Background: an optimization exercise with open tools, aiming at small area. Do not read the settings as production practice.
In this exercise RTL edits were held to simulation tests only and were not proved equivalent to the original.
The clock cells of runs 2 to 6 come from the design's own scripts or RTL, not from TritonCTS.
The flow treats the clock pin as an ideal source. Dropping or thinning the clock tree relies on that and would not hold on a real chip.
No activity file was given, so power comes from the tool's default toggle rates.

==> flow/flow/run.sh <==
#!/bin/bash
# Own flow: the standard flow (standard.sh) with three changes:
#  - after the standard synthesis, its combinational logic is mapped again by ABC
#    with area-oriented scripts (abc_*.abc); the registers are kept as they are
#    (same instances, names and cells). The smallest netlist that Yosys proves
#    equivalent to the standard one (equiv.tcl) replaces it;
#  - port buffers are buf_1;
#  - the clock tree uses clkbuf_8 and no dummy loads; after CTS, tree buffers are
#    shrunk where the flip-flop clock-pin slew stays under 100 ps (cts_resize.tcl).
set -euo pipefail
export LIB="$FLOW_HOME/platforms/sky130hd/lib/sky130_fd_sc_hd__tt_025C_1v80.lib"
RES=orfs/results/sky130hd/seven_seg/base
bash standard.sh synth > synth.log 2>&1
cp "$RES/1_2_yosys.v" std_1_2_yosys.v
python3 flow/prep_equiv.py std_1_2_yosys.v eq_gold.v g > prep_equiv.log 2>&1

remap() {
  n=$(basename "$1" .abc)
  IN=std_1_2_yosys.v OUT="remap_$n.v" ABCSCRIPT="$1" timeout 600 yosys -c flow/remap.tcl > "remap_$n.log" 2>&1 || true
}
export -f remap
ls flow/abc_*.abc | xargs -P 4 -I{} bash -c 'remap {}'

best=std_1_2_yosys.v
bestarea=1000000000
for s in flow/abc_*.abc; do
  n=$(basename "$s" .abc)
  [[ -f "remap_$n.v.stat" && -f "remap_$n.v" ]] || { echo "$n failed" >> remap_summary.log; continue; }
  a=$(awk '/Chip area/ {print $NF}' "remap_$n.v.stat")
  if grep -q "sky130_fd_sc_hd__lpflow\|sky130_fd_sc_hd__probe" "remap_$n.v"; then
    echo "$n uses a don't-use cell" >> remap_summary.log; continue
  fi
  python3 flow/prep_equiv.py "remap_$n.v" "eq_gate_$n.v" t >> prep_equiv.log 2>&1
  if GOLD=eq_gold.v GATE="eq_gate_$n.v" timeout 600 yosys -c flow/equiv.tcl > "equiv_$n.log" 2>&1; then
    echo "$n area $a equivalent" >> remap_summary.log
    if awk -v a="$a" -v b="$bestarea" 'BEGIN {exit !(a < b)}'; then best="remap_$n.v"; bestarea=$a; fi
  else
    echo "$n area $a NOT equivalent" >> remap_summary.log
  fi
done
echo "using $best" >> remap_summary.log
if [[ "$best" != std_1_2_yosys.v ]]; then
  cp "$best" "$RES/1_2_yosys.v"
  rm -f "$RES/1_synth.odb" "$RES/1_synth.sdc"
fi

ARGS=("BUFFER_PORTS_ARGS=-buffer_cell sky130_fd_sc_hd__buf_1"
  "CTS_ARGS=-sink_clustering_enable -repair_clock_nets -dont_use_dummy_load -buf_list sky130_fd_sc_hd__clkbuf_8 -root_buf sky130_fd_sc_hd__clkbuf_8")
bash standard.sh "${ARGS[@]}" cts > cts.log 2>&1
PLATFORM_DIR="$FLOW_HOME/platforms/sky130hd" ODB="$RES/4_1_cts.odb" SDC="$RES/4_cts.sdc" LIMIT_PS=100 \
  ODB_OUT="$RES/4_1_cts.odb" openroad -no_init -exit flow/cts_resize.tcl > cts_resize.log 2>&1
bash standard.sh "${ARGS[@]}" finish > finish.log 2>&1
==> flow/flow/abc_plain.abc <==
strash
dch
amap
==> flow/flow/abc_s0.abc <==
strash
&get -n
&deepsyn -T 30 -S 0
&put
dch
amap
strash
dch
amap
==> flow/flow/abc_s11.abc <==
strash
&get -n
&deepsyn -T 30 -S 11
&put
dch
amap
strash
dch
amap
==> flow/flow/abc_s17.abc <==
strash
&get -n
&deepsyn -T 30 -S 17
&put
dch
amap
strash
dch
amap
==> flow/flow/abc_s19.abc <==
strash
&get -n
&deepsyn -T 30 -S 19
&put
dch
amap
strash
dch
amap
==> flow/flow/abc_s23.abc <==
strash
&get -n
&deepsyn -T 30 -S 23
&put
dch
amap
strash
dch
amap
==> flow/flow/abc_s29.abc <==
strash
&get -n
&deepsyn -T 30 -S 29
&put
dch
amap
strash
dch
amap
==> flow/flow/abc_s3.abc <==
strash
&get -n
&deepsyn -T 30 -S 3
&put
dch
amap
strash
dch
amap
==> flow/flow/abc_s5.abc <==
strash
&get -n
&deepsyn -T 30 -S 5
&put
dch
amap
strash
dch
amap
==> flow/flow/abc_s7.abc <==
strash
&get -n
&deepsyn -T 30 -S 7
&put
dch
amap
strash
dch
amap
==> flow/flow/cts_resize.tcl <==
# Shrink clock-tree buffers where the flip-flop clock pins keep a slew below
# LIMIT_PS (estimated from placement): leaf buffers to clkbuf_4, then the
# root to clkbuf_4 / clkbuf_2 / clkbuf_1.  Reads and rewrites ODB.
read_lef $::env(PLATFORM_DIR)/lef/sky130_fd_sc_hd.tlef
read_lef $::env(PLATFORM_DIR)/lef/sky130_fd_sc_hd_merged.lef
read_liberty $::env(PLATFORM_DIR)/lib/sky130_fd_sc_hd__tt_025C_1v80.lib
read_db $::env(ODB)
read_sdc $::env(SDC)
source $::env(PLATFORM_DIR)/setRC.tcl
set_propagated_clock [all_clocks]
set limit $::env(LIMIT_PS)
proc max_clk_slew {} {
  estimate_parasitics -placement
  set mx 0
  foreach p [get_pins -of_objects [get_cells *] -filter "name == CLK"] {
    set s [expr {[get_property $p slew_max] * 1000.0}]
    if {$s > $mx} { set mx $s }
  }
  return $mx
}
proc try_cell {inst cell limit} {
  set old [get_property [get_cells $inst] ref_name]
  replace_cell [get_cells $inst] [get_lib_cells */$cell]
  set s [max_clk_slew]
  if {$s > $limit} {
    replace_cell [get_cells $inst] [get_lib_cells */$old]
    puts "keep $inst $old (with $cell: [format %.1f $s] ps)"
    return 0
  }
  puts "resized $inst $old -> $cell ([format %.1f $s] ps)"
  return 1
}
puts "start: [format %.1f [max_clk_slew]] ps"
set leaves {}
set root {}
foreach c [get_cells clkbuf_*] {
  set n [get_property $c name]
  if {[string match clkbuf_0_* $n]} { set root $n } else { lappend leaves $n }
}
foreach l $leaves { try_cell $l sky130_fd_sc_hd__clkbuf_4 $limit }
foreach l $leaves { if {[get_property [get_cells $l] ref_name] eq "sky130_fd_sc_hd__clkbuf_4"} { try_cell $l sky130_fd_sc_hd__clkbuf_2 $limit } }
if {$root ne ""} {
  if {[try_cell $root sky130_fd_sc_hd__clkbuf_4 $limit]} {
    if {[try_cell $root sky130_fd_sc_hd__clkbuf_2 $limit]} { try_cell $root sky130_fd_sc_hd__clkbuf_1 $limit }
  }
}
puts "end: [format %.1f [max_clk_slew]] ps"
detailed_placement
check_placement
write_db $::env(ODB_OUT)
==> flow/flow/equiv.tcl <==
yosys -import
set lib $::env(LIB)
read_liberty -ignore_miss_func -ignore_miss_dir -ignore_miss_data_latch $lib
read_verilog $::env(GOLD)
yosys rename seven_seg gold
read_verilog $::env(GATE)
yosys rename seven_seg gate
flatten
opt_clean
equiv_make gold gate equiv
hierarchy -top equiv
equiv_simple -seq 2
equiv_status -assert
==> flow/flow/prep_equiv.py <==
#!/usr/bin/env python3
"""Rename nets of a flat cell netlist for equivalence checking:
every flip-flop's Q net becomes q__<instance>, and every other net named
like _123_ gets a per-netlist prefix, so that equiv_make pairs only ports
and flip-flop outputs between two netlists.
usage: prep_equiv.py IN OUT PREFIX"""
import re, sys
src, dst, pre = sys.argv[1:4]
t = open(src).read()
ren = {}
for m in re.finditer(r'(sky130_fd_sc_hd__\w*df\w*)\s+(\\\S+\s|\S+)\s*\((.*?)\);', t, re.S):
    inst = m.group(2).strip().lstrip('\\')
    q = re.search(r'\.Q\(\s*(\\\S+\s|[^)\s]+)\s*\)', m.group(3))
    if q:
        net = q.group(1).strip()
        key = net.rstrip()
        clean = re.sub(r'[^A-Za-z0-9_]', '_', inst)
        ren[key] = 'q__' + clean
def sub_tok(tok):
    k = tok.strip()
    if k in ren: return ren[k] + ' '
    m = re.fullmatch(r'_(\d+)_', k)
    if m: return '%s_%s ' % (pre, m.group(1))
    return None
# tokens: escaped identifiers (\... followed by space) or plain identifiers
def repl(m):
    tok = m.group(0)
    r = sub_tok(tok)
    if r is None: return tok
    return r if tok.endswith(' ') else r.rstrip()
out = re.sub(r'\\\S+ |\b_\d+_\b|\b[A-Za-z_][A-Za-z0-9_$]*\b', repl, t)
open(dst, 'w').write(out)
print(len(ren), "flops")
==> flow/flow/remap.tcl <==
# usage: yosys -c remap.tcl  (env: LIB, IN, OUT, ABCSCRIPT)
yosys -import
set lib $::env(LIB)
read_liberty -ignore_miss_func -ignore_miss_dir -ignore_miss_data_latch $lib
blackbox sky130_fd_sc_hd__*df* sky130_fd_sc_hd__*dl*
read_verilog $::env(IN)
hierarchy -top seven_seg
flatten
opt_clean -purge
opt
# the platform's don't-use cells (DONT_USE_CELLS in its config.mk)
set dont_use {}
foreach c {sky130_fd_sc_hd__probe_p_8 sky130_fd_sc_hd__probec_p_8 sky130_fd_sc_hd__lpflow_bleeder_1 sky130_fd_sc_hd__lpflow_clkbufkapwr_1 sky130_fd_sc_hd__lpflow_clkbufkapwr_16 sky130_fd_sc_hd__lpflow_clkbufkapwr_2 sky130_fd_sc_hd__lpflow_clkbufkapwr_4 sky130_fd_sc_hd__lpflow_clkbufkapwr_8 sky130_fd_sc_hd__lpflow_clkinvkapwr_1 sky130_fd_sc_hd__lpflow_clkinvkapwr_16 sky130_fd_sc_hd__lpflow_clkinvkapwr_2 sky130_fd_sc_hd__lpflow_clkinvkapwr_4 sky130_fd_sc_hd__lpflow_clkinvkapwr_8 sky130_fd_sc_hd__lpflow_decapkapwr_12 sky130_fd_sc_hd__lpflow_decapkapwr_3 sky130_fd_sc_hd__lpflow_decapkapwr_4 sky130_fd_sc_hd__lpflow_decapkapwr_6 sky130_fd_sc_hd__lpflow_decapkapwr_8 sky130_fd_sc_hd__lpflow_inputiso0n_1 sky130_fd_sc_hd__lpflow_inputiso0p_1 sky130_fd_sc_hd__lpflow_inputiso1n_1 sky130_fd_sc_hd__lpflow_inputiso1p_1 sky130_fd_sc_hd__lpflow_inputisolatch_1 sky130_fd_sc_hd__lpflow_isobufsrc_1 sky130_fd_sc_hd__lpflow_isobufsrc_16 sky130_fd_sc_hd__lpflow_isobufsrc_2 sky130_fd_sc_hd__lpflow_isobufsrc_4 sky130_fd_sc_hd__lpflow_isobufsrc_8 sky130_fd_sc_hd__lpflow_isobufsrckapwr_16 sky130_fd_sc_hd__lpflow_lsbuf_lh_hl_isowell_tap_1 sky130_fd_sc_hd__lpflow_lsbuf_lh_hl_isowell_tap_2 sky130_fd_sc_hd__lpflow_lsbuf_lh_hl_isowell_tap_4 sky130_fd_sc_hd__lpflow_lsbuf_lh_isowell_4 sky130_fd_sc_hd__lpflow_lsbuf_lh_isowell_tap_1 sky130_fd_sc_hd__lpflow_lsbuf_lh_isowell_tap_2 sky130_fd_sc_hd__lpflow_lsbuf_lh_isowell_tap_4} { lappend dont_use -dont_use $c }
abc -liberty $lib {*}$dont_use -script $::env(ABCSCRIPT)
opt_clean -purge
hilomap -singleton -hicell sky130_fd_sc_hd__conb_1 HI -locell sky130_fd_sc_hd__conb_1 LO
insbuf -buf sky130_fd_sc_hd__buf_1 A X
splitnets
opt_clean -purge
yosys rename -hide w:*.*
tee -q -o $::env(OUT).stat stat -liberty $lib
write_verilog -noattr -noexpr -nohex -nodec $::env(OUT)
==> flow/standard.sh <==
#!/bin/bash
# synth_recipe.tcl (not shown) runs the flow's synth.tcl, then flattens the netlist and writes it again
# the make line also repeats each setting of config.mk as NAME=value (left out here)
make -C /OpenROAD-flow-scripts/flow DESIGN_CONFIG=/design/flow/config.mk WORK_HOME=/design/flow/orfs CLKGATE_MAP_FILE= SYNTH_SCRIPT=/design/flow/synth_recipe.tcl "${@:-finish}"
==> flow/config.mk <==
export PLATFORM = sky130hd
export DESIGN_NAME = seven_seg
export DESIGN_NICKNAME = seven_seg
export VERILOG_FILES = /design/flow/design.v
export SDC_FILE = /design/flow/constraint.sdc
export NUM_CORES = 4
export LEC_CHECK = 0
export CAP_MARGIN = 20
export CORE_AREA = 2.3 2.72 60.72 60.56
export DIE_AREA = 0 0 63 63
export PLACE_DENSITY = 0.8
export SLEW_MARGIN = 20
==> flow/constraint.sdc <==
create_clock -name core_clock -period 40.0 [get_ports {sysclk}]
set_input_delay 8.0000 -clock core_clock [delete_from_list [all_inputs] [get_ports {sysclk}]]
set_output_delay 8.0000 -clock core_clock [all_outputs]
set_load 0.01 [all_outputs]
==> flow/design.v <==
`timescale 1ns / 1ps
module seven_seg(
    input sysclk,
    input rst,
    output [3:0] cath,
    output shift,
    output data,
    output latch,
    output blank
    );
    reg [6:0] qs;
    wire [6:0] q = qs ^ 7'b1010101;
    reg [1:0] dig;
    reg blank_r;
    wire endA = q[4] & q[3] & q[2] & q[1] & q[0];
    wire endB = q[5];
    wire qload = rst | (blank_r ? endA : endB);
    always @(posedge sysclk) begin
        qs <= (qload ? 7'd0 : {q[5:0], ~(q[6] ^ q[0])}) ^ 7'b1010101;
        blank_r <= rst | (blank_r ? ~endA : endB);
        if (rst) dig <= 0;
        else if (!blank_r && endB) dig <= dig + 2'd1;
    end
    assign blank = blank_r;
    assign cath = 4'b0001 << dig;
    function [3:0] inc10(input [3:0] d);
        inc10 = {(d[2]),
                 (d[1]),
                 (d[0]),
                 (~d[2] & ~d[3]) | (d[0] & ~d[1]) | (d[1] & d[2] & d[3])};
    endfunction
    function is9(input [3:0] d);
        is9 = (~d[1] & ~d[2] & d[3]);
    endfunction
    function is0(input [3:0] d);
        is0 = (~d[0] & ~d[2] & ~d[3]);
    endfunction
    reg [9:0] ps;
    wire [9:0] p = ps ^ 10'b1010101010;
    reg first;
    reg [3:0] d0, d1, d2, d3;
    wire pwrap = ~(p[8] | p[7] | p[4] | p[3] | p[1] | p[0]);
    wire en0 = pwrap & ~first;
    wire c0 = en0 & is9(d0);
    wire c1 = c0 & is9(d1);
    wire c2 = c1 & is9(d2);
    always @(posedge sysclk) begin
        ps <= ((rst | pwrap) ? 10'd174 : {p[8:0], p[9] ^ p[2]}) ^ 10'b1010101010;
        first <= rst | (first & ~pwrap);
        if (rst) begin
            d0 <= 0; d1 <= 0; d2 <= 0; d3 <= 0;
        end else begin
            if (en0) d0 <= inc10(d0);
            if (c0) d1 <= inc10(d1);
            if (c1) d2 <= inc10(d2);
            if (c2) d3 <= inc10(d3);
        end
    end
    reg [3:0] v;
    always @(*) begin
        case (dig)
            2'd0: v = d0;
            2'd1: v = d1;
            2'd2: v = d2;
            default: v = d3;
        endcase
    end
    wire z3 = is0(d3);
    wire z32 = z3 & is0(d2);
    wire z321 = z32 & is0(d1);
    wire z = (dig == 3) ? z3 : (dig == 2) ? z32 : (dig == 1) ? z321 : 1'b0;
    wire [3:0] code = v | (4'b0010 & {4{z}});
    reg [4:0] s;
    reg [3:0] old;                                     
    reg shift_r, latch_r, data_r;
    wire differ = code != old;
    wire [7:0] pat = {1'b0, (~code[1]) | (code[3]) | (code[2]),
                      (~code[0] & ~code[1]) | (code[0] & code[1]) | (code[0] & code[2]),
                      (~code[0] & ~code[1] & ~code[3]) | (code[0] & code[1] & ~code[2]) | (~code[0] & ~code[1] & code[2]),
                      (code[0] & ~code[3]) | (~code[0] & code[2]) | (~code[1] & ~code[2]),
                      (~code[0] & ~code[1]) | (code[0] & code[1]) | (code[2] & ~code[3]) | (~code[1] & code[2]),
                      (~code[0] & ~code[1]) | (code[3]),
                      (code[0] & code[1]) | (code[3])};
    always @(posedge sysclk) begin
        if (rst) begin
            s <= 0;
            old <= 4'd15;
            shift_r <= 0;
            latch_r <= 0;
            data_r <= 0;
        end else if (differ) begin
            s <= s + 1;
            if (s == 16) begin
                shift_r <= 0;
                latch_r <= 1;
            end else if (s == 17) begin
                old <= code;
                latch_r <= 0;
            end else begin
                latch_r <= 0;
                if (!s[4] && !s[0]) begin
                    data_r <= pat[s[3:1]];
                    shift_r <= 0;
                end else
                    shift_r <= 1;
            end
        end else
            s <= 0;
    end
    assign shift = shift_r;
    assign latch = latch_r;
    assign data = data_r;
endmodule
==> results.json, run 1 <==
{
  "antenna_cells_inserted": 0,
  "final_hold_viol_count": 0,
  "port_buffers": 9,
  "min-delay-path-class": "flop to flop",
  "wirelength_um": 3400,
  "max_slew_margin_pct": 37.9,
  "classification_of_the_worst_setup_path": "input port to flop",
  "result_of_the_run": "no timing/DRC/antenna violations",
  "switching_power_uw": 16.7,
  "ant_nets": 0,
  "gp_congestion": 0.849,
  "via_per_inst": 5.54,
  "post-cts-setup-buffer-count": 0,
  "final-max-slew-violation-count": 0,
  "syn2layout_area_growth_pct": 8.14,
  "timing.setup.tns_ns": 0,
  "detailedRoute.firstPassIterationCount": 4,
  "crit_path_end_kind": "flop",
  "cts_root_buffer": "clkbuf_8",
  "cts.repair.resized": 0,
  "power.density_cell_area_nw_per_um2": 38.5,
  "cp_top_family": "simple AND/OR/NAND/NOR gates",
  "crit_path_frequent_cell": "or3_1",
  "grt_first_pass_wirelength_um": 6080,
  "cts_tree": "done",
  "cp_data_arrival_time_ns": 10.61,
  "rsz0062_at_grt": "no",
  "commonest_non_fill_non_tap_cell_in_the_layout": "dfxtp_1",
  "sw_frac_of_total_pct": 21.7,
  "hold_path.startpoint": "qs[1]",
  "clkSinkCount": 49,
  "fin_skew_ns": 0.0110,
  "power_uw": 76.8,
  "antenna_found_initial": 0,
  "drt-initial-drc-count": 69,
  "floorplan_die_width_um": 63,
  "die_y_um": 63,
  "grt_max_degree": 16,
  "syn-instance-count": 217,
  "finalInstanceArea_um2": 2000,
  "drv.max_cap_violation_count": 0,
  "wl_per_cell_um": 12.3,
  "final_core_util_pct": 59.8,
  "critPathLaunch": "rst",
  "h-tree-depth": 2,
  "commonest_cells_after_routing_fill_and_taps_aside": "dfxtp_1, nor2_1, clkinv_1",
  "track_usage_pct": 19.3,
  "fin_worst_hold_slack_ns": 0.386,
  "vias": 1535,
  "leakagePower_uw": 0.000682,
  "drt_drc_violations_left": 0,
  "synth-warning-count": 1,
  "finalSetupViolCount": 0,
  "minimum_period_implied_by_the_final_worst_setup_slack_ns": 10.19,
  "p_clk_share_pct": 30.3,
  "initial_core_util_pct": 55.3,
  "critPathMaxStageDelay_ns": 0.54,
  "nNetsFinal": 235,
  "net_count_after_synthesis": 219,
  "clk_path_buf_depth": 2,
  "combinationalPowerShare_pct": 3.6,
  "final.period_utilization_pct": 25.5,
  "final_layout_size_suffix_gt1_share_pct": 1.73,
  "first_global_vias": 1439,
  "critical-path-slowest-cell": "or4_1",
  "std_cell_rows": 21,
  "setup.worst_path.start_class": "input port",
  "syn-cell-area_um2": 1850,
  "seq_power_share_pct": 66.1,
  "layout.filler_cells": 302,
  "worst_slew_pin_slew_ns": 0.931,
  "ioPinCount": 10,
  "fmax_ghz": 0.0982,
  "numCtsBuffers": 5,
  "crit_buf_inv": 1,
  "worst_setup_hold_path_clk_slew_ns": 0.08,
  "clock_latency_ns": 0.53,
  "power_report.internal_total_uw": 60.2,
  "placed_area_um2": 1940,
  "worst_r2r_startpoint": "ps[3]",
  "peakVddDrop_uv": 25.9,
  "dp_hpwl_um": 2520,
  "timing.critical_path.required_ns": 40.42,
  "grt_overflow": 0,
  "cp_cell_sequence": "buf_1, or3_1, or3_1, nand2_1, o22ai_1, or3_1, or4_1, nand2_1, o22ai_1",
  "critical_path_peak_fanout": 10,
  "cts_hold_repair.buffers": 0,
  "synthesis.area_per_instance_um2": 8.50,
  "die-area_um2": 3970,
  "core_area_um2": 3340
}
[cell type report]
cell class                 instances  area (um2)  share of cell area (%)
tap                               46        57.6                    2.88
inverter                          32         120                    6.02
timing repair buffer               9        33.8                    1.69
multi-input combinational        136         744                    37.3
clock buffer                       5        58.8                    2.95
sequential                        49         981                    49.2
[per-stage QoR]
step                instances  setup slack [ns]
CTS                       277             29.62
global route              277             29.66
floorplan                 217             29.78
global placement          272             29.38
detailed placement        272             29.30
finish                    277             29.81
[flip-flops by register name (all words and copies together), names as in the netlist]
signal,flops
first,1
dig,2
blank_r,1
d1,4
d0,4
d2,4
d3,4
old,4
s,5
latch_r,1
shift_r,1
ps,10
data_r,1
qs,7
[path summary, 6_finish.rpt]
kind	slack (ns)	cells after the start	end
hold / removal	0.39	1	qs[2]
setup / recovery	29.81	9	d3[1]
hold reg to reg	0.39	1	qs[2]
setup reg to reg	36.73	11	d3[1]
[power groups by stage]
stage / Sequential (uW) / Clock [uW] / Combinational [uW]
after floorplan: 51.8 / 0 / 1.95
after global placement: 51.9 / 0 / 2.72
after detailed placement: 52.0 / 0 / 2.79
after CTS: 50.8 / 26.2 / 2.80
after global routing: 51.0 / 25.7 / 3.25
final: 50.8 / 23.2 / 2.76
[layer usage]
layer / global-route usage, % / vias to the layer above / part of all wire (%)
li1: - / 815 / -
met1: 23.5 / 690 / 48
met2: 31.5 / 24 / 47
met3: 5.05 / 6 / 3.8
met4: 9.72 / 0 / 1.3
met5: 0 / - / 0
[worst register-to-register path, delay by kind of cell, from the launching register on]
kind	cells	cell delay [ns]
AOI/OAI and AO/OA	2	0.18
and+or+nand+nor	9	2.63
DFF	1	0.35
==> inputs of run 2 (changes only) <==
--- a/flow/flow/run.sh
+++ b/flow/flow/run.sh
@@ -7,4 +7,6 @@
 #  - port buffers are buf_1;
-#  - the clock tree uses clkbuf_8 and no dummy loads; after CTS, tree buffers are
-#    shrunk where the flip-flop clock-pin slew stays under 100 ps (cts_resize.tcl).
+#  - the clock tree is a clkbuf_1 root and 3 or 4 clkbuf_8 leaves, one per cluster
+#    of flip-flops (manual_cts.tcl), if its estimated clock-pin slew is at most
+#    105 ps; otherwise TritonCTS's tree with clkbuf_8 and no dummy loads, its
+#    buffers shrunk where the slew stays under 100 ps (cts_resize.tcl).
 set -euo pipefail
@@ -49,4 +51,22 @@
 bash standard.sh "${ARGS[@]}" cts > cts.log 2>&1
-PLATFORM_DIR="$FLOW_HOME/platforms/sky130hd" ODB="$RES/4_1_cts.odb" SDC="$RES/4_cts.sdc" LIMIT_PS=100 \
-  ODB_OUT="$RES/4_1_cts.odb" openroad -no_init -exit flow/cts_resize.tcl > cts_resize.log 2>&1
+# Replace TritonCTS's tree by a smaller one if it keeps the clock-pin slew low:
+# root clkbuf_1 and K clkbuf_8 leaves over K clusters of flip-flops.
+manual=0
+for K in 3 4; do
+  if PLATFORM_DIR="$FLOW_HOME/platforms/sky130hd" MANUAL_CTS_TCL=flow/manual_cts.tcl ODB="$RES/3_place.odb" \
+     SDC="$RES/3_place.sdc" K=$K CB=sky130_fd_sc_hd__clkbuf_8 RB=sky130_fd_sc_hd__clkbuf_1 ODB_OUT="manual_cts_$K.odb" \
+     openroad -no_init -exit flow/manual_cts_one.tcl > "manual_cts_$K.log" 2>&1; then
+    sl=$(awk '/MAXCLKSLEW/ {print $2}' "manual_cts_$K.log")
+    if [[ -n "$sl" ]] && awk -v a="$sl" 'BEGIN {exit !(a <= 105)}'; then
+      cp "manual_cts_$K.odb" "$RES/4_1_cts.odb"; manual=1
+      echo "manual clock tree with $K leaves, $sl ps" > clock_tree.log
+      break
+    fi
+  fi
+done
+if [[ $manual == 0 ]]; then
+  echo "TritonCTS tree, resized" > clock_tree.log
+  PLATFORM_DIR="$FLOW_HOME/platforms/sky130hd" ODB="$RES/4_1_cts.odb" SDC="$RES/4_cts.sdc" LIMIT_PS=100 \
+    ODB_OUT="$RES/4_1_cts.odb" openroad -no_init -exit flow/cts_resize.tcl > cts_resize.log 2>&1
+fi
 bash standard.sh "${ARGS[@]}" finish > finish.log 2>&1
==> flow/flow/manual_cts.tcl (new file) <==
# Drive the clock sinks through K buffers of type CB, one per cluster of sinks
# (clusters by k-means on sink positions); each buffer sits at its cluster's centre.
proc manual_cts {cb k {rootcb ""}} {
  set block [ord::get_db_block]
  set clk [$block findNet sysclk]
  set master [[ord::get_db] findMaster $cb]
  set its {}
  foreach it [$clk getITerms] { lappend its $it }
  set n [llength $its]
  set xs {}; set ys {}
  foreach it $its { set b [[$it getInst] getBBox]; lappend xs [expr ([$b xMin]+[$b xMax])/2]; lappend ys [expr ([$b yMin]+[$b yMax])/2] }
  # k-means, initial centres spread along x order
  set order [lsort -integer -indices $xs]
  set cx {}; set cy {}
  for {set j 0} {$j < $k} {incr j} { set i [lindex $order [expr {int(($j + 0.5) * $n / $k)}]]; lappend cx [lindex $xs $i]; lappend cy [lindex $ys $i] }
  for {set iter 0} {$iter < 50} {incr iter} {
    set asg {}
    for {set i 0} {$i < $n} {incr i} {
      set best 0; set bd 1e30
      for {set j 0} {$j < $k} {incr j} { set d [expr {abs([lindex $xs $i]-[lindex $cx $j]) + abs([lindex $ys $i]-[lindex $cy $j])}]; if {$d < $bd} {set bd $d; set best $j} }
      lappend asg $best
    }
    set ncx {}; set ncy {}
    for {set j 0} {$j < $k} {incr j} {
      set sx 0; set sy 0; set c 0
      for {set i 0} {$i < $n} {incr i} { if {[lindex $asg $i] == $j} { set sx [expr $sx + [lindex $xs $i]]; set sy [expr $sy + [lindex $ys $i]]; incr c } }
      if {$c > 0} { lappend ncx [expr $sx / $c]; lappend ncy [expr $sy / $c] } else { lappend ncx [lindex $cx $j]; lappend ncy [lindex $cy $j] }
    }
    set cx $ncx; set cy $ncy
  }
  set src $clk
  if {$rootcb ne ""} {
    set rinst [odb::dbInst_create $block [[ord::get_db] findMaster $rootcb] clkbuf_root]
    set rnet [odb::dbNet_create $block clknet_root]
    $rnet setSigType CLOCK
    [$rinst findITerm A] connect $clk
    [$rinst findITerm X] connect $rnet
    set sx 0; set sy 0
    for {set j 0} {$j < $k} {incr j} { set sx [expr $sx + [lindex $cx $j]]; set sy [expr $sy + [lindex $cy $j]] }
    $rinst setLocation [expr $sx / $k] [expr $sy / $k]
    $rinst setPlacementStatus PLACED
    set src $rnet
  }
  for {set j 0} {$j < $k} {incr j} {
    set inst [odb::dbInst_create $block $master clkbuf_m$j]
    set nn [odb::dbNet_create $block clknet_m$j]
    $nn setSigType CLOCK
    [$inst findITerm A] connect $src
    [$inst findITerm X] connect $nn
    $inst setLocation [lindex $cx $j] [lindex $cy $j]
    $inst setPlacementStatus PLACED
    for {set i 0} {$i < $n} {incr i} {
      if {[lindex $asg $i] == $j} { set it [lindex $its $i]; $it disconnect; $it connect $nn }
    }
  }
}
==> flow/flow/manual_cts_one.tcl (new file) <==
# Manual clock tree for one K: a root buffer RB fed by the clock port drives
# K leaf buffers CB, each driving one k-means cluster of flip-flops (clusters
# by position). Prints the estimated worst clock-pin slew; writes ODB_OUT.
read_lef $::env(PLATFORM_DIR)/lef/sky130_fd_sc_hd.tlef
read_lef $::env(PLATFORM_DIR)/lef/sky130_fd_sc_hd_merged.lef
read_liberty $::env(PLATFORM_DIR)/lib/sky130_fd_sc_hd__tt_025C_1v80.lib
read_db $::env(ODB)
read_sdc $::env(SDC)
source $::env(PLATFORM_DIR)/setRC.tcl
source $::env(MANUAL_CTS_TCL)
manual_cts $::env(CB) $::env(K) $::env(RB)
detailed_placement
check_placement
set_propagated_clock [all_clocks]
estimate_parasitics -placement
set mx 0
foreach p [get_pins -of_objects [get_cells *] -filter "name == CLK"] {
  set s [expr {[get_property $p slew_max] * 1000.0}]
  if {$s > $mx} { set mx $s }
}
puts "MAXCLKSLEW [format %.1f $mx]"
report_clock_skew
write_db $::env(ODB_OUT)
==> results.json, run 2 <==
{
  "hold_end": "qs[4]",
  "dr_wl_met3_um": 132,
  "commonest_cells_after_routing_fill_and_taps_aside": "dfxtp_1, nor2_1, clkinv_1",
  "result_of_the_run": "no timing/DRC/antenna violations",
  "setup.worst_path.start_class": "input port",
  "cts.repair.resized": 0,
  "via_per_inst": 5.64,
  "leakagePower_uw": 0.000682,
  "port_buffers": 9,
  "critPathLaunch": "rst",
  "commonest_non_fill_non_tap_cell_in_the_layout": "dfxtp_1",
  "final.period_utilization_pct": 25.5,
  "ant_nets": 0,
  "net_count_after_synthesis": 219,
  "critical_path_peak_fanout": 10,
  "final_hold_viol_count": 0,
  "classification_of_the_worst_setup_path": "input port to flop",
  "syn2layout_area_growth_pct": 8.14,
  "clock_latency_ns": 0.52,
  "drt_drc_violations_left": 0,
  "final_layout_size_suffix_gt1_share_pct": 1.73,
  "worst_r2r_startpoint": "ps[3]",
  "worst_setup_hold_path_clk_slew_ns": 0.08,
  "ioPinCount": 10,
  "rsz0062_at_grt": "no",
  "wl_per_cell_um": 12.4,
  "clkSinkCount": 49,
  "grt_overflow": 0,
  "synthesis.area_per_instance_um2": 8.50,
  "worst_slew_pin_slew_ns": 0.980,
  "drt-initial-drc-count": 64,
  "grt_first_pass_wirelength_um": 6260,
  "syn-instance-count": 217,
  "post-cts-setup-buffer-count": 0,
  "cts_hold_repair.buffers": 0,
  "power_uw": 76.7,
  "ff2ff_setup_slack_ns": 36.73,
  "vias": 1562,
  "crit_path_end_kind": "flop",
  "timing.critical_path.required_ns": 40.40,
  "timing.setup.tns_ns": 0,
  "min_delay_path_depth": 1,
  "die_y_um": 63,
  "grt_max_degree": 16,
  "reg2reg_to": "d3[1]",
  "core_area_um2": 3340,
  "fmax_ghz": 0.0980,
  "antenna_found_initial": 0,
  "fin_skew_ns": 0.0148,
  "detailedRoute.firstPassIterationCount": 4,
  "wirelength_um": 3450,
  "minimum_period_implied_by_the_final_worst_setup_slack_ns": 10.20,
  "met1Wirelength_um": 1590,
  "die-area_um2": 3970,
  "antenna_cells_inserted": 0,
  "std_cell_rows": 21,
  "peakVddDrop_uv": 30.8,
  "finalSetupViolCount": 0,
  "syn-cell-area_um2": 1850,
  "largest_register_ff_count": 10,
  "min-delay-path-class": "flop to flop",
  "met2WireLength_um": 1690,
  "first_global_vias": 1481,
  "route.top_layer_used": "met4",
  "drv.max_cap_violation_count": 0,
  "timing.reg2reg.worst_path_depth": 11,
  "initial_core_util_pct": 55.3,
  "max_flop_register": "ps",
  "track_usage_pct": 18.5,
  "dp_hpwl_um": 2520,
  "power.density_cell_area_nw_per_um2": 38.4,
  "synth-warning-count": 1,
  "floorplan_die_width_um": 63,
  "cp_data_arrival_time_ns": 10.60,
  "gp_congestion": 0.849,
  "final-max-slew-violation-count": 0,
  "reg_top3": "ps (10), qs (7), s (5)",
  "hold_path.startpoint": "qs[3]",
  "max_slew_margin_pct": 34.7,
  "nNetsFinal": 235
}
run 2: cell counts in the layout (fill, tap and decap cells not counted):
Identical to the previous run, type by type.
run 2: worst max-delay path by stage:
stage | endpoint | slack, ns | cells after the start
after floorplan | d3[1] | 29.78 | 8
after global placement | d3[3] | 29.38 | 9
after detailed placement | d3[3] | 29.30 | 9
after CTS | d3[3] | 29.62 | 9
after global routing | d3[3] | 29.64 | 9
final | d3[1] | 29.80 | 9
run 2: critical path, stage by stage:
cell	delay, ns
buf_1	0.22
or3_1	0.46
or3_1	0.46
nand2_1	0.15
o22ai_1	0.11
or3_1	0.42
or4_1	0.54
nand2_1	0.16
o22ai_1	0.08
run 2: power by group:
part / switching, uW / total [uW] / internal (uW)
combinational: 1.82 / 2.77 / 0.950
clock: 13.9 / 23.1 / 9.19
sequential: 0.768 / 50.8 / 50.0
total: 16.5 / 76.7 / 60.2
run 2: per-stage QoR:
| stage | setup slack (ns) | std cells | util, % | area (um2) | hold slack, ns |
|---|---|---|---|---|---|
| 6_report | 29.80 | 277 | 59.8 | 2000 | 0.386 |
| 3_3_place_gp | 29.38 | 272 | 58.0 | 1940 | 0.366 |
| 2_1_floorplan | 29.78 | 217 | - | 1850 | 0.358 |
| 3_5_place_dp | 29.30 | 272 | 58.0 | 1940 | 0.371 |
| 4_1_cts | 29.62 | 277 | 60.1 | 2010 | 0.389 |
| 5_1_grt | 29.64 | 277 | 59.8 | 2000 | 0.396 |
run 2: area by class of cell:
class | instances | area, um2
fill | 306 | 1340
buffer | 5 | 58.8
timing repair buffer | 9 | 33.8
multi-input combinational | 136 | 744
sequential | 49 | 981
inverter | 32 | 120
tap | 46 | 57.6
run 2: layer usage:
| metal | up-vias | global-route usage, % |
|---|---|---|
| li1 | 818 | - |
| met5 | - | 0 |
| met2 | 32 | 33.1 |
| met3 | 6 | 1.80 |
| met4 | 0 | 4.44 |
| met1 | 706 | 24.0 |
==> inputs of run 3 (changes only) <==
--- a/flow/flow/run.sh
+++ b/flow/flow/run.sh
@@ -9,3 +9,3 @@
 #    of flip-flops (manual_cts.tcl), if its estimated clock-pin slew is at most
-#    105 ps; otherwise TritonCTS's tree with clkbuf_8 and no dummy loads, its
+#    112 ps; otherwise TritonCTS's tree with clkbuf_8 and no dummy loads, its
 #    buffers shrunk where the slew stays under 100 ps (cts_resize.tcl).
@@ -59,3 +59,3 @@
     sl=$(awk '/MAXCLKSLEW/ {print $2}' "manual_cts_$K.log")
-    if [[ -n "$sl" ]] && awk -v a="$sl" 'BEGIN {exit !(a <= 105)}'; then
+    if [[ -n "$sl" ]] && awk -v a="$sl" 'BEGIN {exit !(a <= 112)}'; then
       cp "manual_cts_$K.odb" "$RES/4_1_cts.odb"; manual=1
==> results.json, run 3 <==
{
  "result_of_the_run": "no timing/DRC/antenna violations",
  "clock_latency_ns": 0.47,
  "power_report.internal_total_uw": 58.0,
  "max_slew_margin_pct": 38.1,
  "sw_frac_of_total_pct": 21.8,
  "nNetsFinal": 234,
  "vias": 1540,
  "timing.reg2reg.worst_path_depth": 11,
  "classification_of_the_worst_setup_path": "input port to flop",
  "finalSetupViolCount": 0,
  "final_layout_size_suffix_gt1_share_pct": 1.30,
  "fmax_ghz": 0.0977,
  "minimum_period_implied_by_the_final_worst_setup_slack_ns": 10.24,
  "first_global_vias": 1431,
  "globalRouteMet3Util_pct": 1.26,
  "reg_top3": "ps (10), qs (7), s (5)",
  "grt_first_pass_wirelength_um": 6020,
  "syn2layout_area_growth_pct": 7.39,
  "post-cts-setup-buffer-count": 0,
  "worst_setup_hold_path_clk_slew_ns": 0.10,
  "core_area_um2": 3340,
  "clkSinkCount": 49,
  "grt_util_met2_pct": 30.6,
  "antenna_found_initial": 0,
  "drv.max_cap_violation_count": 0,
  "drt_drc_violations_left": 0,
  "grt_overflow": 0,
  "cts.repair.resized": 0,
  "seq_power_share_pct": 68.5,
  "critical_path_peak_fanout": 10,
  "wl_per_cell_um": 12.0,
  "dp_hpwl_um": 2520,
  "leakagePower_uw": 0.000675,
  "syn-instance-count": 217,
  "gr-usage-met1_pct": 23.9,
  "switching_power_uw": 16.1,
  "detailedRoute.firstPassIterationCount": 4,
  "commonest_non_fill_non_tap_cell_in_the_layout": "dfxtp_1",
  "setup.worst_path.start_class": "input port",
  "commonest_cells_after_routing_fill_and_taps_aside": "dfxtp_1, nor2_1, clkinv_1",
  "ff2ff_setup_slack_ns": 36.74,
  "via_per_inst": 5.58,
  "final-max-slew-violation-count": 0,
  "final.period_utilization_pct": 25.6,
  "cp_data_arrival_time_ns": 10.59,
  "die-area_um2": 3970,
  "die_y_um": 63,
  "p_clk_share_pct": 27.8,
  "syn-cell-area_um2": 1850,
  "ant_nets": 0,
  "port_buffers": 9,
  "crit_path_end_kind": "flop",
  "power_uw": 74.2,
  "peakVddDrop_uv": 24.4,
  "timing.critical_path.required_ns": 40.35,
  "rsz0062_at_grt": "no",
  "timing.setup.tns_ns": 0,
  "combinationalPowerShare_pct": 3.7,
  "track_usage_pct": 17.7,
  "cts_hold_repair.buffers": 0,
  "synthesis.area_per_instance_um2": 8.50,
  "wirelength_um": 3310,
  "initial_core_util_pct": 55.3,
  "drt-initial-drc-count": 65,
  "synth-warning-count": 1,
  "final_hold_viol_count": 0,
  "power.density_cell_area_nw_per_um2": 37.4,
  "min_delay_path_depth": 1,
  "largest_register_ff_count": 10,
  "floorplan_die_width_um": 63,
  "fin_skew_ns": 0.0118,
  "grt_max_degree": 20,
  "net_count_after_synthesis": 219,
  "grt-busiest-layer": "met2",
  "gp_congestion": 0.849,
  "min-delay-path-class": "flop to flop",
  "max_flop_register": "ps",
  "std_cell_rows": 21,
  "worst_slew_pin_slew_ns": 0.929,
  "ioPinCount": 10,
  "antenna_cells_inserted": 0
}
-- run 3: stage by stage --
stage | cells | setup WS [ns] | hold WS [ns] | utilization [%] | instance area (um2)
3_3_place_gp | 272 | 29.38 | 0.366 | 58.0 | 1940
5_1_grt | 276 | 29.57 | 0.394 | 59.4 | 1980
2_1_floorplan | 217 | 29.78 | 0.358 | - | 1850
3_5_place_dp | 272 | 29.30 | 0.371 | 58.0 | 1940
4_1_cts | 277 | 29.62 | 0.389 | 60.1 | 2010
6_report | 276 | 29.76 | 0.376 | 59.4 | 1980
-- run 3: routing by layer --
metal / vias up / share of wire [%]
met2: 33 / 47
li1: 807 / -
met3: 7 / 4.3
met5: - / 0
met1: 693 / 47
met4: 0 / 1.7
-- run 3: power groups by stage --
stage	Combinational (uW)	Sequential [uW]	Clock [uW]
floorplan	1.95	51.8	0
global placement	2.72	51.9	0
detailed placement	2.79	52.0	0
CTS	2.80	50.8	26.2
global route	3.25	51.0	22.7
finish	2.76	50.8	20.6
-- run 3: worst paths after layout --
| check | from | end |
|---|---|---|
| worst max register to register | ps[3] | d3[1] |
| worst min register to register | qs[1] | qs[2] |
| worst min-delay path | qs[1] | qs[2] |
| worst max-delay path | rst | d3[1] |
-- run 3: worst max-delay path, stage by stage --
cell and delay, ns:
buf_1 0.22, or3_1 0.45, or3_1 0.46, nand2_1 0.15, o22ai_1 0.11, or3_1 0.42
or4_1 0.54, nand2_1 0.16, o22ai_1 0.08
-- run 3: cell type report --
cell class | instances | area (um2)
fillers | 304 | 1360
flip-flops and latches | 49 | 981
multi-input cells | 136 | 744
inverters | 32 | 120
well taps | 46 | 57.6
plain buffers | 4 | 45.0
repair buffers | 9 | 33.8
==> inputs of run 4 (changes only) <==
--- a/flow/design.v
+++ b/flow/design.v
@@ -31,2 +31,17 @@
     endfunction
+    function [3:0] inc10u(input [3:0] d);
+        inc10u = {(d[2] & d[3]) | (d[1] & d[2]),
+                  (d[1]),
+                  (d[0]),
+                  (~d[2] & ~d[3]) | (d[0] & ~d[1]) | (d[1] & d[2] & d[3])};
+    endfunction
+    function [3:0] show0(input [3:0] d);
+        show0 = {(d[3]),
+                 (d[2] & d[3]) | (d[1] & d[2]),
+                 (d[1]),
+                 (d[0])};
+    endfunction
+    function is9u(input [3:0] d);
+        is9u = (~d[1] & ~d[2] & d[3]);
+    endfunction
     function is9(input [3:0] d);
@@ -39,7 +54,6 @@
     wire [9:0] p = ps ^ 10'b1010101010;
-    reg first;
     reg [3:0] d0, d1, d2, d3;
     wire pwrap = ~(p[8] | p[7] | p[4] | p[3] | p[1] | p[0]);
-    wire en0 = pwrap & ~first;
-    wire c0 = en0 & is9(d0);
+    wire en0 = pwrap;
+    wire c0 = en0 & is9u(d0);
     wire c1 = c0 & is9(d1);
@@ -48,7 +62,6 @@
         ps <= ((rst | pwrap) ? 10'd174 : {p[8:0], p[9] ^ p[2]}) ^ 10'b1010101010;
-        first <= rst | (first & ~pwrap);
         if (rst) begin
-            d0 <= 0; d1 <= 0; d2 <= 0; d3 <= 0;
+            d0 <= 4'b0100; d1 <= 0; d2 <= 0; d3 <= 0;
         end else begin
-            if (en0) d0 <= inc10(d0);
+            if (en0) d0 <= inc10u(d0);
             if (c0) d1 <= inc10(d1);
@@ -61,3 +74,3 @@
         case (dig)
-            2'd0: v = d0;
+            2'd0: v = show0(d0);
             2'd1: v = d1;
==> results.json, run 4 <==
{
  "detailedRoute.firstPassIterationCount": 4,
  "wl_per_cell_um": 12.1,
  "setup.worst_path.start_class": "input port",
  "placement.setup.worst_slack_ns": 29.38,
  "clock_latency_ns": 0.52,
  "leakagePower_uw": 0.000651,
  "synthesis.area_per_instance_um2": 8.30,
  "via_per_inst": 5.48,
  "die-area_um2": 3970,
  "setup_ws_ns": 29.86,
  "worst_r2r_startpoint": "dig[1]",
  "critPathLaunch": "rst",
  "fmax_ghz": 0.0986,
  "syn-cell-area_um2": 1830,
  "final-max-slew-violation-count": 0,
  "final_layout_size_suffix_gt1_share_pct": 1.29,
  "ant_nets": 0,
  "initial_core_util_pct": 54.7,
  "floorplan_die_width_um": 63,
  "first_global_vias": 1367,
  "result_of_the_run": "no timing/DRC/antenna violations",
  "core_area_um2": 3340,
  "post-cts-setup-buffer-count": 0,
  "syn2layout_area_growth_pct": 7.47,
  "track_usage_pct": 17.5,
  "placed_area_um2": 1920,
  "peakVddDrop_uv": 33.8,
  "max_slew_margin_pct": 41.4,
  "finalInstanceArea_um2": 1960,
  "vias": 1529,
  "cts_hold_repair.buffers": 0,
  "hold_path.startpoint": "ps[5]",
  "crit_path_end_kind": "flop",
  "max_flop_register": "ps",
  "worst_setup_hold_path_clk_slew_ns": 0.11,
  "timing.critical_path.required_ns": 40.37,
  "die_y_um": 63,
  "final_hold_viol_count": 0,
  "drt-initial-drc-count": 125,
  "drv.max_cap_violation_count": 0,
  "clkSinkCount": 48,
  "final.period_utilization_pct": 25.4,
  "syn-instance-count": 220,
  "ioPinCount": 10,
  "fin_skew_ns": 0.0246,
  "grt_overflow": 0,
  "critical_path_peak_fanout": 10,
  "wirelength_um": 3370,
  "cp_data_arrival_time_ns": 10.51,
  "nNetsFinal": 237,
  "power.density_cell_area_nw_per_um2": 37.2,
  "rsz0062_at_grt": "no",
  "worst_slew_pin_slew_ns": 0.879,
  "ff2ff_setup_slack_ns": 36.65,
  "std_cell_rows": 21,
  "grt_first_pass_wirelength_um": 5950,
  "timing.setup.tns_ns": 0,
  "cts.repair.resized": 0,
  "drt_drc_violations_left": 0,
  "min-delay-path-class": "flop to flop",
  "antenna_cells_inserted": 0,
  "largest_register_ff_count": 10,
  "finalSetupViolCount": 0,
  "synth-warning-count": 1,
  "antenna_found_initial": 0,
  "dp_hpwl_um": 2530,
  "grt_max_degree": 20,
  "commonest_cells_after_routing_fill_and_taps_aside": "dfxtp_1, nor2_1, clkinv_1",
  "net_count_after_synthesis": 222,
  "gp_congestion": 0.947,
  "reg_top3": "ps (10), qs (7), s (5)",
  "minimum_period_implied_by_the_final_worst_setup_slack_ns": 10.14,
  "classification_of_the_worst_setup_path": "input port to flop",
  "commonest_non_fill_non_tap_cell_in_the_layout": "dfxtp_1",
  "port_buffers": 9
}
## run 4: report_power, final
part	internal [uW]	switching, uW
combinational	0.907	1.93
clock	7.04	13.4
sequential	49.0	0.678
## run 4: path summary, 6_finish.rpt
check                           depth (start not counted)  endpoint
worst max-delay path                                    8     d3[0]
worst min-delay path                                    1     ps[6]
worst min register to register                          1     ps[6]
worst max register to register                         13   shift_r
## run 4: layout make-up
cell class                      instances  area [um2]
Fill cell                             299        1380
Multi-Input combinational cell        138         737
Sequential cell                        48         961
Buffer                                  4        45.0
Tap cell                               46        57.6
Inverter                               34         128
Timing Repair Buffer                    9        33.8
## run 4: metrics by stage
step | util, % | hold slack [ns] | total power [uW] | cells
after floorplan | - | 0.358 | 52.8 | 220
after global placement | 57.4 | 0.365 | 53.7 | 275
after detailed placement | 57.4 | 0.372 | 53.7 | 275
after CTS | 59.5 | 0.386 | 78.5 | 280
after global routing | 58.8 | 0.408 | 76.2 | 279
final | 58.8 | 0.390 | 73.0 | 279
## run 4: critical path, cell delays in order
cell and delay, ns:
buf_1 0.22, nor2_1 0.23, clkinv_1 0.14, or3_1 0.46, or4_1 0.55, or4_1 0.68, nor2_1 0.14, o32ai_1 0.08
## run 4: metal layers
metal | wire length (um) | up-vias | track usage [%]
met3 | 172 | 6 | 1.62
li1 | - | 807 | -
met5 | 0 | - | 0
met1 | 1660 | 677 | 24.8
met2 | 1470 | 39 | 29.1
met4 | 56 | 0 | 3.33
==> inputs of run 5 (changes only) <==
--- a/flow/flow/run.sh
+++ b/flow/flow/run.sh
@@ -7,4 +7,4 @@
 #  - port buffers are buf_1;
-#  - the clock tree is a clkbuf_1 root and 3 or 4 clkbuf_8 leaves, one per cluster
-#    of flip-flops (manual_cts.tcl), if its estimated clock-pin slew is at most
+#  - the clock tree is 3 or 4 clkbuf_8 buffers fed by the clock port, one per
+#    cluster of flip-flops (manual_cts.tcl), if its estimated clock-pin slew is at most
 #    112 ps; otherwise TritonCTS's tree with clkbuf_8 and no dummy loads, its
@@ -51,4 +51,2 @@
 bash standard.sh "${ARGS[@]}" cts > cts.log 2>&1
-# Replace TritonCTS's tree by a smaller one if it keeps the clock-pin slew low:
-# root clkbuf_1 and K clkbuf_8 leaves over K clusters of flip-flops.
 manual=0
@@ -56,3 +54,3 @@
   if PLATFORM_DIR="$FLOW_HOME/platforms/sky130hd" MANUAL_CTS_TCL=flow/manual_cts.tcl ODB="$RES/3_place.odb" \
-     SDC="$RES/3_place.sdc" K=$K CB=sky130_fd_sc_hd__clkbuf_8 RB=sky130_fd_sc_hd__clkbuf_1 ODB_OUT="manual_cts_$K.odb" \
+     SDC="$RES/3_place.sdc" K=$K CB=sky130_fd_sc_hd__clkbuf_8 RB=none ODB_OUT="manual_cts_$K.odb" \
      openroad -no_init -exit flow/manual_cts_one.tcl > "manual_cts_$K.log" 2>&1; then
--- a/flow/flow/manual_cts.tcl
+++ b/flow/flow/manual_cts.tcl
@@ -31,3 +31,3 @@
   set src $clk
-  if {$rootcb ne ""} {
+  if {$rootcb ne "" && $rootcb ne "none"} {
     set rinst [odb::dbInst_create $block [[ord::get_db] findMaster $rootcb] clkbuf_root]
==> results.json, run 5 <==
{
  "result_of_the_run": "no timing/DRC/antenna violations",
  "final_hold_viol_count": 0,
  "port_buffers": 9,
  "drt-initial-drc-count": 107,
  "final-max-slew-violation-count": 0,
  "worst_setup_hold_path_clk_slew_ns": 0.11,
  "antenna_cells_inserted": 0,
  "grt_overflow": 0,
  "synthesis.area_per_instance_um2": 8.23,
  "route.top_layer_used": "met4",
  "grt_max_degree": 20,
  "die-area_um2": 3970,
  "drt_drc_violations_left": 0,
  "max_slew_margin_pct": 36.0,
  "layout.filler_cells": 316,
  "cts_hold_repair.buffers": 0,
  "first_global_vias": 1470,
  "antenna_found_initial": 0,
  "gp_congestion": 0.880,
  "fin_skew_ns": 0.0187,
  "crit_path_frequent_cell": "clkinv_1",
  "nNetsFinal": 239,
  "initial_core_util_pct": 55.0,
  "leakagePower_uw": 0.000672,
  "commonest_non_fill_non_tap_cell_in_the_layout": "dfxtp_1",
  "cp_data_arrival_time_ns": 10.64,
  "finalSetupViolCount": 0,
  "wl_per_cell_um": 12.1,
  "worst_slew_pin_slew_ns": 0.954,
  "ioPinCount": 10,
  "track_usage_pct": 17.8,
  "rsz0062_at_grt": "no",
  "ant_nets": 0,
  "dp_hpwl_um": 2570,
  "syn-instance-count": 223,
  "critical-path-slowest-cell": "clkinv_1",
  "critical_path_peak_fanout": 15,
  "clock_latency_ns": 0.16,
  "placed_area_um2": 1930,
  "cp_cell_sequence": "buf_1, clkinv_1, nand2_1, o22ai_1, nor3_1, clkinv_1, nor3_1, clkinv_1, nor2_1, o32ai_1",
  "commonest_cells_after_routing_fill_and_taps_aside": "dfxtp_1, nor2_1, clkinv_1",
  "reg_top3": "ps (10), qs (7), s (5)",
  "drv.max_cap_violation_count": 0,
  "largest_register_ff_count": 10,
  "std_cell_rows": 21,
  "crit_path_end_kind": "flop",
  "fmax_ghz": 0.0943,
  "cts.repair.resized": 0,
  "synth-warning-count": 1,
  "floorplan_die_width_um": 63,
  "met2WireLength_um": 1550,
  "vias": 1595,
  "clkSinkCount": 48,
  "dr_wl_met3_um": 173,
  "wirelength_um": 3410,
  "classification_of_the_worst_setup_path": "input port to flop",
  "grt_first_pass_wirelength_um": 6160,
  "final_layout_size_suffix_gt1_share_pct": 1.28,
  "via_per_inst": 5.68,
  "die_y_um": 63,
  "final.period_utilization_pct": 26.5,
  "timing.setup.tns_ns": 0,
  "power.density_cell_area_nw_per_um2": 36.2,
  "peakVddDrop_uv": 28.5,
  "minimum_period_implied_by_the_final_worst_setup_slack_ns": 10.60,
  "syn2layout_area_growth_pct": 7.23,
  "detailedRoute.firstPassIterationCount": 4,
  "critPathMaxStageDelay_ns": 0.54,
  "max_flop_register": "ps",
  "met1Wirelength_um": 1640,
  "net_count_after_synthesis": 225,
  "finalInstanceArea_um2": 1970,
  "post-cts-setup-buffer-count": 0,
  "ff2ff_setup_slack_ns": 36.93,
  "power_uw": 71.1,
  "min-delay-path-class": "flop to flop",
  "setup.worst_path.start_class": "input port",
  "syn-cell-area_um2": 1830,
  "timing.critical_path.required_ns": 40.04,
  "core_area_um2": 3340
}
==> run 5: routing by layer <==
layer	track usage, %	vias up
met2	30.5	50
met1	25.1	729
met4	3.06	0
met3	1.26	6
li1	-	810
met5	0	-
==> run 5: worst paths after layout <==
kind	startpoint	end	depth (start not counted)
max	rst	d3[0]	10
min reg2reg	qs[3]	qs[4]	1
max reg2reg	ps[3]	d3[0]	14
min	qs[3]	qs[4]	1
==> run 5: layout make-up <==
class	instances	area [um2]	share of cell area (%)
Tap cell	46	57.6	2.93
Buffer	3	41.3	2.10
Inverter	34	128	6.49
Multi-Input combinational cell	141	746	37.9
Sequential cell	48	961	48.9
Timing Repair Buffer	9	33.8	1.72
==> run 5: metrics by stage <==
step / util [%] / worst slack, ns / std cells / hold WS, ns
after floorplan: - / 30.34 / 223 / 0.358
after global placement: 57.7 / 29.37 / 278 / 0.368
after detailed placement: 57.7 / 29.21 / 278 / 0.373
after CTS: 59.8 / 29.53 / 283 / 0.392
after global routing: 58.9 / 29.02 / 281 / 0.402
final: 58.9 / 29.40 / 281 / 0.389
==> run 5: where the power goes <==
| part | total, uW | leakage [uW] | switching [uW] | internal [uW] |
|---|---|---|---|---|
| Clock | 18.5 | 0.0000216 | 11.5 | 6.95 |
| Sequential | 49.8 | 0.000392 | 0.730 | 49.0 |
| Combinational | 2.91 | 0.000259 | 2.00 | 0.904 |
| Total | 71.1 | 0.000672 | 14.3 | 56.9 |
==> run 5: worst max-delay path: cells and delay by family <==
kind	cells	cell delay, ns
buffers and inverters	4	1.43
and+or+nand+nor	4	1.00
AOI/OAI and AO/OA	2	0.20
==> inputs of run 6 (changes only) <==
==> flow/flow/abc_s0.abc (replaced) <==
strash
&get -n
&deepsyn -T 60 -S 0
&put
dch
amap
strash
dch
amap
==> flow/flow/abc_s11.abc (replaced) <==
strash
&get -n
&deepsyn -T 60 -S 11
&put
dch
amap
strash
dch
amap
==> flow/flow/abc_s13.abc (new file) <==
strash
&get -n
&deepsyn -T 60 -S 13
&put
dch
amap
strash
dch
amap
==> flow/flow/abc_s17.abc (replaced) <==
strash
&get -n
&deepsyn -T 60 -S 17
&put
dch
amap
strash
dch
amap
==> flow/flow/abc_s19.abc (replaced) <==
strash
&get -n
&deepsyn -T 60 -S 19
&put
dch
amap
strash
dch
amap
==> flow/flow/abc_s23.abc (replaced) <==
strash
&get -n
&deepsyn -T 60 -S 23
&put
dch
amap
strash
dch
amap
==> flow/flow/abc_s29.abc (replaced) <==
strash
&get -n
&deepsyn -T 60 -S 29
&put
dch
amap
strash
dch
amap
==> flow/flow/abc_s3.abc (replaced) <==
strash
&get -n
&deepsyn -T 60 -S 3
&put
dch
amap
strash
dch
amap
==> flow/flow/abc_s5.abc (replaced) <==
strash
&get -n
&deepsyn -T 60 -S 5
&put
dch
amap
strash
dch
amap
==> flow/flow/abc_s7.abc (replaced) <==
strash
&get -n
&deepsyn -T 60 -S 7
&put
dch
amap
strash
dch
amap
==> results.json, run 6 <==
{
  "seq_power_share_pct": 68.2,
  "setup.worst_path.start_class": "input port",
  "min-delay-path-class": "flop to flop",
  "gp_congestion": 0.833,
  "drt_drc_violations_left": 0,
  "classification_of_the_worst_setup_path": "input port to flop",
  "drt-initial-drc-count": 68,
  "largest_register_ff_count": 10,
  "p_clk_share_pct": 27.5,
  "std_cell_rows": 21,
  "worst_slew_pin_slew_ns": 0.990,
  "net_count_after_synthesis": 229,
  "minimum_period_implied_by_the_final_worst_setup_slack_ns": 10.57,
  "grt_util_met2_pct": 29.5,
  "worst_r2r_startpoint": "dig[0]",
  "drv.max_cap_violation_count": 0,
  "wirelength_um": 3340,
  "final_hold_viol_count": 0,
  "final_layout_size_suffix_gt1_share_pct": 1.67,
  "die-area_um2": 3970,
  "post-cts-setup-buffer-count": 0,
  "critical_path_peak_fanout": 12,
  "ant_nets": 0,
  "hold_end": "ps[2]",
  "final-max-slew-violation-count": 0,
  "synth-warning-count": 1,
  "hold_path.startpoint": "ps[1]",
  "grt_first_pass_wirelength_um": 6070,
  "detailedRoute.firstPassIterationCount": 4,
  "antenna_found_initial": 0,
  "switching_power_uw": 13.9,
  "port_buffers": 9,
  "grt_max_degree": 17,
  "crit_path_end_kind": "flop",
  "final.period_utilization_pct": 26.4,
  "commonest_cells_after_routing_fill_and_taps_aside": "dfxtp_1, nor2_1, clkinv_1",
  "combinationalPowerShare_pct": 4.4,
  "reg2reg_to": "data_r",
  "power_report.internal_total_uw": 59.2,
  "fin_skew_ns": 0.0235,
  "worst_setup_hold_path_clk_slew_ns": 0.07,
  "max_flop_register": "ps",
  "syn-cell-area_um2": 1830,
  "result_of_the_run": "no timing/DRC/antenna violations",
  "cp_data_arrival_time_ns": 10.57,
  "timing.setup.tns_ns": 0,
  "grt-busiest-layer": "met2",
  "via_per_inst": 5.52,
  "die_y_um": 63,
  "commonest_non_fill_non_tap_cell_in_the_layout": "dfxtp_1",
  "timing.reg2reg.worst_path_depth": 15,
  "finalSetupViolCount": 0,
  "min_delay_path_depth": 1,
  "syn2layout_area_growth_pct": 7.99,
  "fin_worst_hold_slack_ns": 0.370,
  "gr-usage-met1_pct": 25.8,
  "power.density_cell_area_nw_per_um2": 36.9,
  "vias": 1579,
  "ff2ff_setup_slack_ns": 36.90,
  "clock_latency_ns": 0.15,
  "reg_top3": "ps (10), qs (7), s (5)",
  "antenna_cells_inserted": 0,
  "fmax_ghz": 0.0946,
  "first_global_vias": 1435,
  "track_usage_pct": 17.8,
  "nNetsFinal": 244,
  "synthesis.area_per_instance_um2": 8.07,
  "core_area_um2": 3340,
  "grt_overflow": 0,
  "peakVddDrop_uv": 27.9,
  "cts.repair.resized": 0,
  "leakagePower_uw": 0.000687,
  "initial_core_util_pct": 54.9,
  "syn-instance-count": 227,
  "sw_frac_of_total_pct": 19.0,
  "clkSinkCount": 48,
  "ioPinCount": 10,
  "globalRouteMet3Util_pct": 1.44,
  "max_slew_margin_pct": 34.0,
  "timing.critical_path.required_ns": 40.00,
  "dp_hpwl_um": 2470,
  "rsz0062_at_grt": "no",
  "cts_hold_repair.buffers": 0,
  "wl_per_cell_um": 11.7,
  "floorplan_die_width_um": 63,
  "critPathLaunch": "rst"
}
-- run 6: critical path: stages --
cell and delay, ns:
buf_1 0.27, nor2_1 0.24, clkinv_1 0.14, or3_1 0.45, or4_1 0.57, or4_1 0.67, nor2_1 0.14, o32ai_1 0.08
-- run 6: power by group through the flow --
stage | combinational (uW) | sequential, uW | clock, uW
global placement | 3.09 | 50.9 | 0
finish | 3.18 | 49.8 | 20.1
global route | 3.74 | 50.0 | 22.5
CTS | 3.19 | 49.8 | 25.9
detailed placement | 3.16 | 50.9 | 0
floorplan | 2.18 | 50.9 | 0
-- run 6: worst max-delay path by stage --
stage | end | slack, ns | depth (start not counted)
floorplan | d3[0] | 29.88 | 7
global placement | d3[0] | 29.40 | 8
detailed placement | d3[0] | 29.33 | 8
CTS | d3[0] | 29.62 | 8
global route | d3[1] | 29.27 | 8
finish | d3[0] | 29.43 | 8
-- run 6: per-stage QoR --
step           setup slack (ns)  cells  power, uW  cell area, um2  util (%)
3_3_place_gp              29.40    282       54.0            1920      57.7
5_1_grt                   29.27    286       76.2            1980      59.3
2_1_floorplan             29.88    227       53.0            1830         -
3_5_place_dp              29.33    282       54.1            1920      57.7
6_report                  29.43    286       73.1            1980      59.3
4_1_cts                   29.62    287       78.9            1990      59.7
-- run 6: area by class of cell --
class                   instances  area (um2)
well taps                      46        57.6
fillers                       314        1360
repair buffers                  9        33.8
inverters                      34         128
plain buffers                   4        55.1
multi-input cells             145         744
flip-flops and latches         48         961
-- run 6: routing by layer --
layer / share of wire [%] / vias up
met1: 49 / 716
met2: 45 / 39
li1: - / 817
met4: 1.8 / 0
met3: 3.9 / 7
met5: 0 / -

[separate check: timing with driven ports]
In the flow no input, the clock included, has a driving cell. The finished layouts below were timed again as built, in two steps.
Step 1: set_driving_cell puts a clkbuf_16 on sysclk and a buf_2 on each other input, an assumption about the parent block.
Step 2 times the ports against the registers' clock, not the clock port: input delays grow and output delays shrink by t, the midpoint of the rising clock arrivals with the driver on.
Slacks: ideal ports / drivers / drivers and shift; pairs: ideal ports / drivers.
run	shift t [ns]	slack for setup (ns)	hold slack, ns
run 1	0.550	29.812 / 29.815 / 29.265	0.386 / 0.386 / 0.386
run 2	0.534	29.797 / 29.800 / 29.266	0.386 / 0.386 / 0.386
run 3	0.484	29.761 / 29.764 / 29.280	0.376 / 0.376 / 0.376
run 4	0.532	29.858 / 29.861 / 29.329	0.390 / 0.390 / 0.390
run 5	0.198	29.396 / 29.416 / 29.219	0.389 / 0.389 / 0.389
run 6	0.190	29.425 / 29.458 / 29.268	0.370 / 0.370 / 0.370
After both steps setup and hold are still met in every run listed. For run 1, which loses most, drivers alone change the setup slack by +0.003 ns; drivers and shift together by -0.547 ns.
